This is an optimization exercise on Yosys and OpenROAD, whose aim is small area, not a production implementation. At most, simulation tests tie the RTL to the original design; equivalence was not proved. Power and IR drop assume default switching activity.

lane 1:
// ALU
module ALU (
    input Clk,
    input Reset,
    input [7:0] operand_A, operand_B,
    input [3:0] Sel,
    output [7:0] Out,
    output [3:0] Flag);
==> module ALU, before the edit <==
module ALU (
    input Clk,
    input Reset,
    input [7:0] operand_A, operand_B,
    input [3:0] Sel,
    output [7:0] Out,
    output [3:0] Flag);
    reg [7:0] Result;
    reg [3:0] FlagCpy;
    reg [7:0] nResult;
    reg [3:0] nFlag;
    assign Out = Result;
    assign Flag = FlagCpy;
    wire [7:0] A = operand_A;
    wire [7:0] B = operand_B;
    wire s_mul = (Sel == 4'h2);
    wire s_div = (Sel == 4'h3);
    wire sub = Sel[0];               
    wire [7:0] Bx = B ^ {8{sub}};
    wire [7:0] hz;
    assign hz[0] = 1'b1;
    genvar g, k;
    generate
        for (g = 1; g < 8; g = g + 1) begin : g_hz
            assign hz[g] = ~|B[7:8-g];
        end
    endgenerate
    wire [7:0] X [0:8];
    wire [7:0] en;                   
    wire [7:0] co;                   
    assign X[8] = s_mul ? 8'h00 : A;
    generate
        for (g = 7; g >= 0; g = g - 1) begin : g_row
            wire [8-g:0] c;
            wire [7-g:0] t;
            assign c[0] = sub;
            for (k = 0; k <= 7 - g; k = k + 1) begin : g_bit
                wire x = X[g+1][g+k];
                wire y = Bx[k];
                assign t[k] = y ^ c[k];    
                assign c[k+1] = (x & y) | (c[k] & (x ^ y));
            end
            assign co[g] = c[8-g];
            if (g == 0) begin : g_last
                assign en[0] = s_mul ? A[0] : (s_div ? co[0] : 1'b1);
                assign X[0] = X[1] ^ ({8{en[0]}} & t);
            end else begin : g_mid
                assign en[g] = s_mul ? A[g] : (s_div & hz[g] & co[g]);
                assign X[g] = {X[g+1][7:g] ^ ({(8-g){en[g]}} & t), X[g+1][g-1:0]};
            end
        end
    endgenerate
    wire mul_ovf = |(A & (co | ~hz));
    wire lt = A < B;
    wire r0 = (Result == 8'h00);
    wire a0 = (A == 8'h00);
    wire b0 = (B == 8'h00);
    wire big = (B > 8);
    wire [7:0] shr = hz[5] ? (A >> B[2:0]) : 8'h00;
    wire f5 = big || (B == 8 && A == 1) || (B == 7 && (A == 2 || A == 3)) ||
              (B == 6 && (A <= 7 && A >= 4)) || (B == 5 && (A <= 15 && A >= 8)) ||
              (B == 4 && (A <= 31 && A >= 16));
    reg [7:0] lg;
    always @(*)
    begin
        case (Sel[1:0])
            2'b10: lg = A & B;       
            2'b11: lg = A | B;       
            2'b00: lg = A ^ B;       
            default: lg = A ^ B;     
        endcase
    end
    wire [7:0] lgo = (Sel == 4'h6 || Sel == 4'h7 || Sel == 4'h8) ? lg : ~lg;
    always @(*)
    begin
        nResult = Result;
        nFlag = FlagCpy;
        case(Sel)
            4'h0:
                if (co[0]) nFlag[1] = 1'b1;
                else nResult = X[0];
            4'h1:
                if (!co[0]) nFlag[3] = 1'b1;
                else nResult = X[0];
            4'h2:
                begin
                    if (mul_ovf) nFlag[2] = 1'b1;
                    else nResult = X[0];
                    if (a0 || b0 || (mul_ovf && r0)) nFlag[0] = 1'b1;
                end
            4'h3:
                begin
                    if (lt) nFlag[3] = 1'b1;
                    else nResult = en;
                    if (lt && r0) nFlag[0] = 1'b1;
                end
            4'h4:
                begin
                    if (!a0 || big) nFlag[1] = 1'b1;
                    else nResult = 8'h00;
                    if (r0 || (a0 && !big)) nFlag[0] = 1'b1;
                end
            4'h5:
                begin
                    nResult = shr;
                    if (f5) nFlag[3] = 1'b1;
                    if (shr == 8'h00) nFlag[0] = 1'b1;
                end
            4'h6, 4'h7, 4'h8, 4'h9, 4'hA, 4'hB:
                begin
                    nResult = lgo;
                    if (lgo == 8'h00) nFlag[0] = 1'b1;
                end
            default: nResult = 8'h00;
        endcase
    end
    always @(posedge Clk, posedge Reset)
    begin
        if(Reset) begin
            Result <= 8'h00;
            FlagCpy <= 4'b0000;
        end else begin
            Result <= nResult;
            FlagCpy <= nFlag;
        end
    end
endmodule
clock: 13.5 ns
lec_check: 0
abc_area: 1
cap_margin: 20
core_margin: 2
core_utilization: 45
gpl_timing_driven: 0
slew_margin: 20
run.sh (not shown) runs the stock make flow with config.mk's settings and CLKGATE_MAP_FILE= SYNTH_SCRIPT=/design/flow/synth_recipe.tcl, a recipe that flattens the netlist after the stock synthesis.
### lane 1 -> lane 2
==> flow/design.v <==
module ALU (
    input Clk,
    input Reset,
    input [7:0] operand_A, operand_B,
    input [3:0] Sel,
    output [7:0] Out,
    output [3:0] Flag);
    reg [7:0] Result;
    reg [3:0] FlagCpy;
    reg [7:0] nResult;
    reg [3:0] nFlag;
    assign Out = Result;
    assign Flag = FlagCpy;
    wire [7:0] A = operand_A;
    wire [7:0] B = operand_B;
    wire s_mul = (Sel == 4'h2);
    wire s_shr = (Sel == 4'h5);
    wire s_quo = (Sel == 4'h3) || s_shr;     
    wire sub = (Sel == 4'h1) || s_quo;       
    wire b_lo = ~|B[7:3];                    
    wire [7:0] Y = s_shr ? (8'h01 << B[2:0]) : B;
    wire [7:0] Yx = Y ^ {8{sub}};
    wire [7:0] hz;
    assign hz[0] = 1'b1;
    genvar g, k;
    generate
        for (g = 1; g < 8; g = g + 1) begin : g_hz
            assign hz[g] = ~|Y[7:8-g];
        end
    endgenerate
    wire [7:0] X [0:8];
    wire [7:0] en;                   
    wire [7:0] co;                   
    assign X[8] = (s_mul || (s_shr && !b_lo)) ? 8'h00 : A;
    generate
        for (g = 7; g >= 0; g = g - 1) begin : g_row
            wire [8-g:0] c;
            wire [7-g:0] t;
            assign c[0] = sub;
            for (k = 0; k <= 7 - g; k = k + 1) begin : g_bit
                wire x = X[g+1][g+k];
                wire y = Yx[k];
                assign t[k] = y ^ c[k];
                assign c[k+1] = (x & y) | (c[k] & (x ^ y));
            end
            assign co[g] = c[8-g];
            if (g == 0) begin : g_last
                assign en[0] = s_mul ? A[0] : (s_quo ? co[0] : 1'b1);
                assign X[0] = X[1] ^ ({8{en[0]}} & t);
            end else begin : g_mid
                assign en[g] = s_mul ? A[g] : (s_quo & hz[g] & co[g]);
                assign X[g] = {X[g+1][7:g] ^ ({(8-g){en[g]}} & t), X[g+1][g-1:0]};
            end
        end
    endgenerate
    wire mul_ovf = |(A & (co | ~hz));
    wire lt = A < Y;                 
    wire r0 = (Result == 8'h00);
    wire a0 = (A == 8'h00);
    wire b0 = (B == 8'h00);
    wire big = (B > 8);
    wire f5 = big || (B == 8 && A == 1) || (B == 7 && (A == 2 || A == 3)) ||
              (B == 6 && (A <= 7 && A >= 4)) || (B == 5 && (A <= 15 && A >= 8)) ||
              (B == 4 && (A <= 31 && A >= 16));
    reg t_n, t_p, t_g;
    always @(*)
    begin
        case (Sel)
            4'h6: {t_n, t_p, t_g} = 3'b001;      
            4'h7: {t_n, t_p, t_g} = 3'b011;      
            4'h8: {t_n, t_p, t_g} = 3'b010;      
            4'h9: {t_n, t_p, t_g} = 3'b101;      
            4'hA: {t_n, t_p, t_g} = 3'b110;      
            default: {t_n, t_p, t_g} = 3'b100;   
        endcase
    end
    wire [7:0] lg = ({8{t_n}} & ~(A | B)) | ({8{t_p}} & (A ^ B)) | ({8{t_g}} & (A & B));
    always @(*)
    begin
        nResult = Result;
        nFlag = FlagCpy;
        case(Sel)
            4'h0:
                if (co[0]) nFlag[1] = 1'b1;
                else nResult = X[0];
            4'h1:
                if (!co[0]) nFlag[3] = 1'b1;
                else nResult = X[0];
            4'h2:
                begin
                    if (mul_ovf) nFlag[2] = 1'b1;
                    else nResult = X[0];
                    if (a0 || b0 || (mul_ovf && r0)) nFlag[0] = 1'b1;
                end
            4'h3:
                begin
                    if (lt) nFlag[3] = 1'b1;
                    else nResult = en;
                    if (lt && r0) nFlag[0] = 1'b1;
                end
            4'h4:
                begin
                    if (!a0 || big) nFlag[1] = 1'b1;
                    else nResult = 8'h00;
                    if (r0 || (a0 && !big)) nFlag[0] = 1'b1;
                end
            4'h5:
                begin
                    nResult = en;
                    if (f5) nFlag[3] = 1'b1;
                    if (!b_lo || lt) nFlag[0] = 1'b1;
                end
            4'h6, 4'h7, 4'h8, 4'h9, 4'hA, 4'hB:
                begin
                    nResult = lg;
                    if (lg == 8'h00) nFlag[0] = 1'b1;
                end
            default: nResult = 8'h00;
        endcase
    end
    always @(posedge Clk, posedge Reset)
    begin
        if(Reset) begin
            Result <= 8'h00;
            FlagCpy <= 4'b0000;
        end else begin
            Result <= nResult;
            FlagCpy <= nFlag;
        end
    end
endmodule
--- outcome ---
- Per the comparison of lane 2 with lane 1, number of distinct library cell variants in the gate-level netlist after synthesis increased by about 8% relative to the old numbers; sequential share of layout area lower; number of cells on the worst reg-to-reg path has decreased; global routing usage summed across all routing layers went down.
- Lane 2 ended up with ha_1 as its slowest stage cell on the critical path; lane 1 ended up with clkdlybuf4s50_1.
- Reported sequential group power in lane 2 vs lane 1: down about 2%
- Summary of lane 2 over lane 1: clock power higher; met3 wirelength from detailed routing higher; post-layout worst setup margin lower; number of standard cells in the final layout excluding fillers higher.
No functional check of the RTL was part of lane 2.


Setup of old:
Another version of the RTL of ALU (not shown whole).
Size in the first run: roughly 440 cells after synthesis, roughly 34 I/O pins.
==> flow/config.mk <==
export PLATFORM = sky130hd
export DESIGN_NAME = ALU
export DESIGN_NICKNAME = ALU
export VERILOG_FILES = /design/flow/design.v
export SDC_FILE = /design/flow/constraint.sdc
export NUM_CORES = 4
export LEC_CHECK = 0
export ABC_AREA = 0
export CAP_MARGIN = 20
export CORE_MARGIN = 2
export CORE_UTILIZATION = 45
export CTS_BUF_LIST = sky130_fd_sc_hd__clkbuf_4
export CTS_CLUSTER_SIZE = 20
export GPL_TIMING_DRIVEN = 0
export SLEW_MARGIN = 20
export SYNTH_HIERARCHICAL = 1
export SYNTH_MINIMUM_KEEP_SIZE = 0
==> flow/constraint.sdc <==
create_clock -name core_clock -period 13.5 [get_ports {Clk}]
set_input_delay 2.7000 -clock core_clock [delete_from_list [all_inputs] [get_ports {Clk}]]
set_output_delay 2.7000 -clock core_clock [all_outputs]
set_load 0.01 [all_outputs]
standard.sh (not shown) runs the stock make flow with config.mk's settings and CLKGATE_MAP_FILE= SYNTH_SCRIPT=/design/flow/synth_recipe.tcl, a recipe that flattens the netlist after the stock synthesis.
==> flow/flow/run.sh <==
#!/bin/bash
set -euo pipefail
export POST_SYNTH_TCL="$(pwd)/flow/downsize.tcl"
export BUFFER_PORTS_ARGS="-buffer_cell sky130_fd_sc_hd__buf_1"
export RECOVER_POWER=100
SETUP_SLACK_MARGIN=0.5 bash standard.sh cts > standard_to_cts.log 2>&1
SKIP_INCREMENTAL_REPAIR=1 bash standard.sh > standard.log 2>&1
==> flow/flow/downsize.tcl <==
# POST_SYNTH hook: set every combinational cell of the synthesized netlist to
# the smallest-area drive strength of the same cell (the same name up to the
# _N drive suffix), so that ABC's drive choices, made without placement or
# real loads, do not stay in the layout. The flow's own repair_design and
# repair_timing then upsize only the cells that timing, slew or load need.
set ::ds_dont_use {}
if {[info exists ::env(DONT_USE_CELLS)]} { set ::ds_dont_use $::env(DONT_USE_CELLS) }
proc ds_dont_use {name} {
  foreach pat $::ds_dont_use { if {[string match $pat $name]} { return 1 } }
  return 0
}
set db [ord::get_db]
# smallest master for each base name: lowest area, then highest drive number
array set best {}
foreach lib [$db getLibs] {
  foreach m [$lib getMasters] {
    set n [$m getName]
    if {![regexp {^(sky130_fd_sc_hd__[a-z0-9]+(?:_[a-z0-9]+)*?)_([0-9]+)$} $n -> base drv]} { continue }
    if {[ds_dont_use $n]} { continue }
    set a [expr {[$m getWidth] * [$m getHeight]}]
    if {![info exists best($base)]} {
      set best($base) [list $a $drv $m]
    } else {
      lassign $best($base) ba bd bm
      if {$a < $ba || ($a == $ba && $drv > $bd)} { set best($base) [list $a $drv $m] }
    }
  }
}
set block [ord::get_db_block]
set swapped 0
foreach inst [$block getInsts] {
  set m [$inst getMaster]
  set n [$m getName]
  # registers keep the cell synthesis gave them
  if {[string match "sky130_fd_sc_hd__df*" $n] || [string match "sky130_fd_sc_hd__dl*" $n] || [string match "sky130_fd_sc_hd__sdf*" $n] || [string match "sky130_fd_sc_hd__edf*" $n]} { continue }
  if {![regexp {^(sky130_fd_sc_hd__[a-z0-9]+(?:_[a-z0-9]+)*?)_([0-9]+)$} $n -> base drv]} { continue }
  if {![info exists best($base)]} { continue }
  set bm [lindex $best($base) 2]
  if {[$bm getName] ne $n} {
    puts "downsize [$inst getName] $n -> [$bm getName]"
    $inst swapMaster $bm
    incr swapped
  }
}
puts "downsize: $swapped cells set to their smallest drive strength"
Relative to old, the following input files were edited for new:
--- a/flow/design.v
+++ b/flow/design.v
@@ -127,28 +127,19 @@
     endgenerate
     assign xn0[0] = ~X0[0];
     wire mul_ovf_e = |(A[7:1] & (co[7:1] | ~hz[7:1]));
     wire m0 = s_mul && A[0];         
     wire r0 = (Result == 8'h00);
     wire a0 = (A == 8'h00);
     wire b0 = (B == 8'h00);
     wire big = (B > 8);
-    wire z5 = ~|A[7:5];
-    reg lb;                          
-    always @(*)
-    begin
-        case (B[1:0])
-            2'd0: lb = A[4];
-            2'd1: lb = A[4:3] == 2'b01;
-            2'd2: lb = A[4:2] == 3'b001;
-            default: lb = A[4:1] == 4'b0001;
-        endcase
-    end
-    wire f5 = b_lo ? (B[2] && z5 && lb) : (big || (z5 && A[4:0] == 5'b00001));
+    wire f5 = big || (B == 8 && A == 1) || (B == 7 && (A == 2 || A == 3)) ||
+              (B == 6 && (A <= 7 && A >= 4)) || (B == 5 && (A <= 15 && A >= 8)) ||
+              (B == 4 && (A <= 31 && A >= 16));
     wire nq = ~|q[7:1];
     wire k1 = s_add || m0;                   
     wire k0 = s_sub || (s_div && nq);        
     wire hl;                                 
     ALU_mux u_hl (.s(co[0]), .a1(k1), .a0(k0), .y(hl));
     wire hold_e = (s_mul && mul_ovf_e) || (s_shl && (!a0 || big));
     wire sX = (s_add || s_sub || s_mul) && !hold_e;  
     wire sQ = s_quo && !hold_e;                      
Findings:
Maximum frequency essentially unchanged between old and new. Going from old to new, the setup slack was found to have gone down by 0.016 ns. new has starting DRC count in detailed routing below what old had. Per the comparison of new with old, net load switching power lower; final instance area went down; critical path depth moved up. In new relative to old, synthesized area had gone down slightly. In the flow results for new and old, the final estimated routing congestion in global placement is smaller on new. Of new and old, the higher total power belongs to old. Sort new and old by largest stage delay on the critical path, ascending, and old comes first. Routed wire length on met2 ends up higher on old.
Only the layout flow was run in old; the RTL was not checked for function there.


== P ==
ALU, a different RTL version from the one above (not shown whole).
Size in the first run: roughly 34 I/O pins, ~3300 um^2 of cells after synthesis.
==> module ALU, before the edit <==
module ALU (
    input Clk,
    input Reset,
    input [7:0] operand_A, operand_B,
    input [3:0] Sel,
    output [7:0] Out,
    output [3:0] Flag);
    reg [7:0] Result;
    reg [3:0] FlagCpy;
    wire [7:0] nResult;
    reg [3:0] nFlag;
    assign Out = Result;
    assign Flag = FlagCpy;
    wire [7:0] A = operand_A;
    wire [7:0] B = operand_B;
    wire s_add = (Sel == 4'h0);
    wire s_sub = (Sel == 4'h1);
    wire s_mul = (Sel == 4'h2);
    wire s_div = (Sel == 4'h3);
    wire s_shl = (Sel == 4'h4);
    wire s_shr = (Sel == 4'h5);
    wire s_lgc = (Sel >= 4'h6) && (Sel <= 4'hB);
    wire s_quo = s_div || s_shr;             
    wire sub = s_sub || s_quo;               
    wire b_lo = ~|B[7:3];                    
    wire [7:0] Y = s_shr ? (8'h01 << B[2:0]) : B;
    wire [7:0] Yx = Y ^ {8{sub}};
    wire [7:0] hz;
    assign hz[0] = 1'b1;
    genvar g, k;
    generate
        for (g = 1; g < 8; g = g + 1) begin : g_hz
            assign hz[g] = ~|Y[7:8-g];
        end
    endgenerate
    wire [7:0] m = {8{s_mul}} & A;
    wire [7:0] qz = {8{s_quo}} & hz;
    wire [7:0] X [0:8];
    wire [7:0] q;                    
    wire [7:0] co;                   
    wire [7:0] pr0, gr0;             
    assign X[8] = (s_mul || (s_shr && !b_lo)) ? 8'h00 : A;
    generate
        for (g = 7; g >= 0; g = g - 1) begin : g_row
            wire [8-g:0] c;
            wire [7-g:0] xo;
            wire e;                  
            assign c[0] = sub;
            for (k = 0; k <= 7 - g; k = k + 1) begin : g_bit
                wire p, q2;
                if (k % 2 == 0) begin : g_even
                    ALU_pg  u_pg (.x(X[g+1][g+k]), .y(Yx[k]), .p(p), .g(q2));
                    ALU_ce  u_c  (.p(p), .g(q2), .c(c[k]), .cn(c[k+1]));
                    if (g == 0) begin : g_r0
                        assign pr0[k] = p;
                        assign gr0[k] = q2;
                    end
                end else begin : g_odd
                    ALU_pgn u_pg (.x(X[g+1][g+k]), .y(Yx[k]), .pn(p), .gn(q2));
                    ALU_co  u_c  (.pn(p), .gn(q2), .cn(c[k]), .c(c[k+1]));
                    if (g == 0) begin : g_r0
                        assign pr0[k] = ~p;
                        assign gr0[k] = ~q2;
                    end
                end
                if (g == 0 || (8 - g) % 2 == 1) begin : g_st
                    if (k % 2 == 0) begin : g_c
                        ALU_sel_tt u_s (.x(X[g+1][g+k]), .y(Yx[k]), .c(c[k]), .e(e), .xo(xo[k]));
                    end else begin : g_cn
                        ALU_sel_nt u_s (.x(X[g+1][g+k]), .y(Yx[k]), .c(c[k]), .e(e), .xo(xo[k]));
                    end
                end else begin : g_sn
                    if (k % 2 == 0) begin : g_c
                        ALU_sel_tn u_s (.x(X[g+1][g+k]), .y(Yx[k]), .c(c[k]), .e(e), .xo(xo[k]));
                    end else begin : g_cn
                        ALU_sel_nn u_s (.x(X[g+1][g+k]), .y(Yx[k]), .c(c[k]), .e(e), .xo(xo[k]));
                    end
                end
            end
            if ((8 - g) % 2 == 0) begin : g_co_t
                assign co[g] = c[8-g];
            end else begin : g_co_n
                assign co[g] = ~c[8-g];
            end
            if (g == 0) begin : g_last
                assign e = ~s_mul | A[0];
                assign q[0] = co[0];
                assign X[0] = xo;
            end else begin : g_mid
                if ((8 - g) % 2 == 0) begin : g_en_n
                    ALU_en_t u_en (.m(m[g]), .qz(qz[g]), .co(c[8-g]), .en_n(e));
                    assign q[g] = ~e;
                end else begin : g_en_t
                    ALU_en_n u_en (.mn(~m[g]), .qzn(~qz[g]), .con(c[8-g]), .en(e));
                    assign q[g] = e;
                end
                assign X[g] = {xo, X[g+1][g-1:0]};
            end
        end
    endgenerate
    wire mul_ovf_e = |(A[7:1] & (co[7:1] | ~hz[7:1]));
    wire mco = s_mul && A[0] && co[0];
    wire mul_ovf = mul_ovf_e || mco;
    wire [8:0] cc;
    assign cc[0] = sub;
    generate
        for (k = 0; k < 8; k = k + 1) begin : g_cmp
            wire p, q2;
            if (k % 2 == 0) begin : g_even
                ALU_pg  u_pg (.x(A[k]), .y(Yx[k]), .p(p), .g(q2));
                ALU_ce  u_c  (.p(p), .g(q2), .c(cc[k]), .cn(cc[k+1]));
            end else begin : g_odd
                ALU_pgn u_pg (.x(A[k]), .y(Yx[k]), .pn(p), .gn(q2));
                ALU_co  u_c  (.pn(p), .gn(q2), .cn(cc[k]), .c(cc[k+1]));
            end
        end
    endgenerate
    wire ge = cc[8];
    wire lt = !ge;
    wire r0 = (Result == 8'h00);
    wire a0 = (A == 8'h00);
    wire b0 = (B == 8'h00);
    wire big = (B > 8);
    wire f5 = big || (B == 8 && A == 1) || (B == 7 && (A == 2 || A == 3)) ||
              (B == 6 && (A <= 7 && A >= 4)) || (B == 5 && (A <= 15 && A >= 8)) ||
              (B == 4 && (A <= 31 && A >= 16));
    wire hold_e = (s_add && ge) || (s_sub && lt) || (s_mul && mul_ovf_e) ||
                  (s_div && lt) || (s_shl && (!a0 || big));
    wire sX = (s_add || s_sub || s_mul) && !hold_e;  
    wire sQ = s_quo && !hold_e;                      
    reg T0, T1, T3;
    always @(*)
    begin
        case (Sel)
            4'h6: {T0, T1, T3} = 3'b001;      
            4'h7: {T0, T1, T3} = 3'b011;      
            4'h8: {T0, T1, T3} = 3'b010;      
            4'h9: {T0, T1, T3} = 3'b101;      
            4'hA: {T0, T1, T3} = 3'b110;      
            4'hB: {T0, T1, T3} = 3'b100;      
            default: {T0, T1, T3} = 3'b000;
        endcase
    end
    wire [7:0] lg;
    generate
        for (k = 0; k < 8; k = k + 1) begin : g_res
            ALU_lgb u_l (.p(pr0[k]), .g(gr0[k]), .T0(T0), .T1(T1), .T3(T3), .y(lg[k]));
            ALU_res u_r (.r(Result[k]), .x(X[0][k]), .q(q[k]), .l(lg[k]),
                         .hold(hold_e), .sx(sX), .sq(sQ), .mco(mco), .y(nResult[k]));
        end
    endgenerate
    wire z = (s_mul && (a0 || b0 || (mul_ovf && r0))) ||
             (s_div && lt && r0) ||
             (s_shl && (r0 || (a0 && !big))) ||
             (s_shr && (!b_lo || lt)) ||
             (s_lgc && lg == 8'h00);
    always @(*)
    begin
        nFlag[0] = FlagCpy[0] || z;
        nFlag[1] = FlagCpy[1] || (s_add && ge) || (s_shl && (!a0 || big));
        nFlag[2] = FlagCpy[2] || (s_mul && mul_ovf);
        nFlag[3] = FlagCpy[3] || (s_sub && lt) || (s_div && lt) || (s_shr && f5);
    end
    always @(posedge Clk, posedge Reset)
    begin
        if(Reset) begin
            Result <= 8'h00;
            FlagCpy <= 4'b0000;
        end else begin
            Result <= nResult;
            FlagCpy <= nFlag;
        end
    end
endmodule
==> module ALU_res, before the edit <==
module ALU_res (input r, x, q, l, hold, sx, sq, mco, output y);
    assign y = mco ? r : ((hold & r) | (sx & x) | (sq & q) | l);
endmodule
clock: 13.5 ns
lec_check: 0
abc_area: 0
cap_margin: 20
core_margin: 2
core_utilization: 45
gpl_timing_driven: 0
slew_margin: 20
synth_hierarchical: 1
synth_minimum_keep_size: 0
run.sh (not shown) runs the stock make flow with config.mk's settings and CLKGATE_MAP_FILE= SYNTH_SCRIPT=/design/flow/synth_recipe.tcl, a recipe that flattens the netlist after the stock synthesis.
Stock flow here: none of the scripts above is used.
P reached the final stage; the timing, design-rule and antenna checks on its layout passed.
diff inputs: P => Q
-- flow/design.v --
<<< P, line 99
        end
    endgenerate
    wire mul_ovf_e = |(A[7:1] & (co[7:1] | ~hz[7:1]));
    wire mco = s_mul && A[0] && co[0];
    wire mul_ovf = mul_ovf_e || mco;
    wire [8:0] cc;
    assign cc[0] = sub;
    generate
        for (k = 0; k < 8; k = k + 1) begin : g_cmp
            wire p, q2;
            if (k % 2 == 0) begin : g_even
                ALU_pg  u_pg (.x(A[k]), .y(Yx[k]), .p(p), .g(q2));
                ALU_ce  u_c  (.p(p), .g(q2), .c(cc[k]), .cn(cc[k+1]));
            end else begin : g_odd
                ALU_pgn u_pg (.x(A[k]), .y(Yx[k]), .pn(p), .gn(q2));
                ALU_co  u_c  (.pn(p), .gn(q2), .cn(cc[k]), .c(cc[k+1]));
            end
        end
    endgenerate
    wire ge = cc[8];
    wire lt = !ge;
    wire r0 = (Result == 8'h00);
    wire a0 = (A == 8'h00);
>>> Q, line 99
        end
    endgenerate
    wire mul_ovf = |(A & (co | ~hz));
    wire lt = A < Y;                 
    wire r0 = (Result == 8'h00);
    wire a0 = (A == 8'h00);
<<< P, line 125
              (B == 6 && (A <= 7 && A >= 4)) || (B == 5 && (A <= 15 && A >= 8)) ||
              (B == 4 && (A <= 31 && A >= 16));
    wire hold_e = (s_add && ge) || (s_sub && lt) || (s_mul && mul_ovf_e) ||
                  (s_div && lt) || (s_shl && (!a0 || big));
    wire sX = (s_add || s_sub || s_mul) && !hold_e;  
    wire sQ = s_quo && !hold_e;                      
    reg T0, T1, T3;
    always @(*)
>>> Q, line 108
              (B == 6 && (A <= 7 && A >= 4)) || (B == 5 && (A <= 15 && A >= 8)) ||
              (B == 4 && (A <= 31 && A >= 16));
    wire hold = (s_add && co[0]) || (s_sub && !co[0]) || (s_mul && mul_ovf) ||
                (s_div && lt) || (s_shl && (!a0 || big));
    wire sX = (s_add || s_sub || s_mul) && !hold;    
    wire sQ = s_quo && !hold;                        
    reg T0, T1, T3;
    always @(*)
<<< P, line 147
            ALU_lgb u_l (.p(pr0[k]), .g(gr0[k]), .T0(T0), .T1(T1), .T3(T3), .y(lg[k]));
            ALU_res u_r (.r(Result[k]), .x(X[0][k]), .q(q[k]), .l(lg[k]),
                         .hold(hold_e), .sx(sX), .sq(sQ), .mco(mco), .y(nResult[k]));
        end
    endgenerate
>>> Q, line 130
            ALU_lgb u_l (.p(pr0[k]), .g(gr0[k]), .T0(T0), .T1(T1), .T3(T3), .y(lg[k]));
            ALU_res u_r (.r(Result[k]), .x(X[0][k]), .q(q[k]), .l(lg[k]),
                         .hold(hold), .sx(sX), .sq(sQ), .y(nResult[k]));
        end
    endgenerate
<<< P, line 158
    begin
        nFlag[0] = FlagCpy[0] || z;
        nFlag[1] = FlagCpy[1] || (s_add && ge) || (s_shl && (!a0 || big));
        nFlag[2] = FlagCpy[2] || (s_mul && mul_ovf);
        nFlag[3] = FlagCpy[3] || (s_sub && lt) || (s_div && lt) || (s_shr && f5);
    end
    always @(posedge Clk, posedge Reset)
>>> Q, line 141
    begin
        nFlag[0] = FlagCpy[0] || z;
        nFlag[1] = FlagCpy[1] || (s_add && co[0]) || (s_shl && (!a0 || big));
        nFlag[2] = FlagCpy[2] || (s_mul && mul_ovf);
        nFlag[3] = FlagCpy[3] || (s_sub && !co[0]) || (s_div && lt) || (s_shr && f5);
    end
    always @(posedge Clk, posedge Reset)
<<< P, line 208
    assign y = g ? T3 : (p ? T1 : T0);
endmodule
module ALU_res (input r, x, q, l, hold, sx, sq, mco, output y);
    assign y = mco ? r : ((hold & r) | (sx & x) | (sq & q) | l);
endmodule
>>> Q, line 191
    assign y = g ? T3 : (p ? T1 : T0);
endmodule
module ALU_res (input r, x, q, l, hold, sx, sq, output y);
    assign y = (hold & r) | (sx & x) | (sq & q) | l;
endmodule
Higher total power after layout goes to Q over P. Cell count after placement in Q is 20 below P. Q -> P: clock-pin slew reported for the worst setup and hold paths after clock tree synthesis flat. Going from P to Q, the total routing usage reported by global routing was found to have gone up by 0.68 points. P → Q: first-iteration DRC count has decreased; clock-buffer cell count has decreased; transition at the pin with the smallest max-transition slack has decreased; post-route worst setup slack has decreased; average cell area after synthesis has remained practically unchanged. Looking at internal cell power across both flows, Q is the weaker of the two, with P ahead. Taking P as the reference, in Q max-slew violation count did not really move, routed wire length went up by 0.42%.
Function was not checked in any run of this note: the RTL went through the layout flow alone.

[port drivers added, routing unchanged]
No port has a modelled driver above. Below, the same layouts with a new extraction and two added sets of constraints.
Step 1: set_driving_cell puts a clkbuf_16 on Clk and a buf_2 on each other input, an assumption about the parent block.
Step 2 times the ports against the registers' clock, not the clock port: input delays grow and output delays shrink by t, the midpoint of the rising clock arrivals with the driver on.
Three values: ideal, step 1, step 2; two values: the first two.
run	shift t [ns]	slack for setup (ns)	worst hold slack (ns)	worst setup path at the end	pins driven straight from the clock port
lane 1	0.255	0.987 / 0.987 / 0.732	0.460 / 0.460 / 0.460	input to register	1
lane 2	0.258	0.250 / 0.208 / -0.050	0.464 / 0.464 / 0.464	input to register	1
old	0.295	0.424 / 0.426 / 0.130	0.523 / 0.523 / 0.523	input to register	1
new	0.299	0.408 / 0.409 / 0.110	0.534 / 0.534 / 0.534	input to register	1
P	0.262	0.515 / 0.509 / 0.247	0.465 / 0.465 / 0.465	input to register	1
Q	0.254	0.416 / 0.405 / 0.151	0.463 / 0.463 / 0.463	input to register	1
With both steps, setup timing fails in lane 2, where it was met with ideal ports. The setup slack of lane 2, which loses most, moves by -0.042 ns with the drivers and by -0.300 ns with both steps.
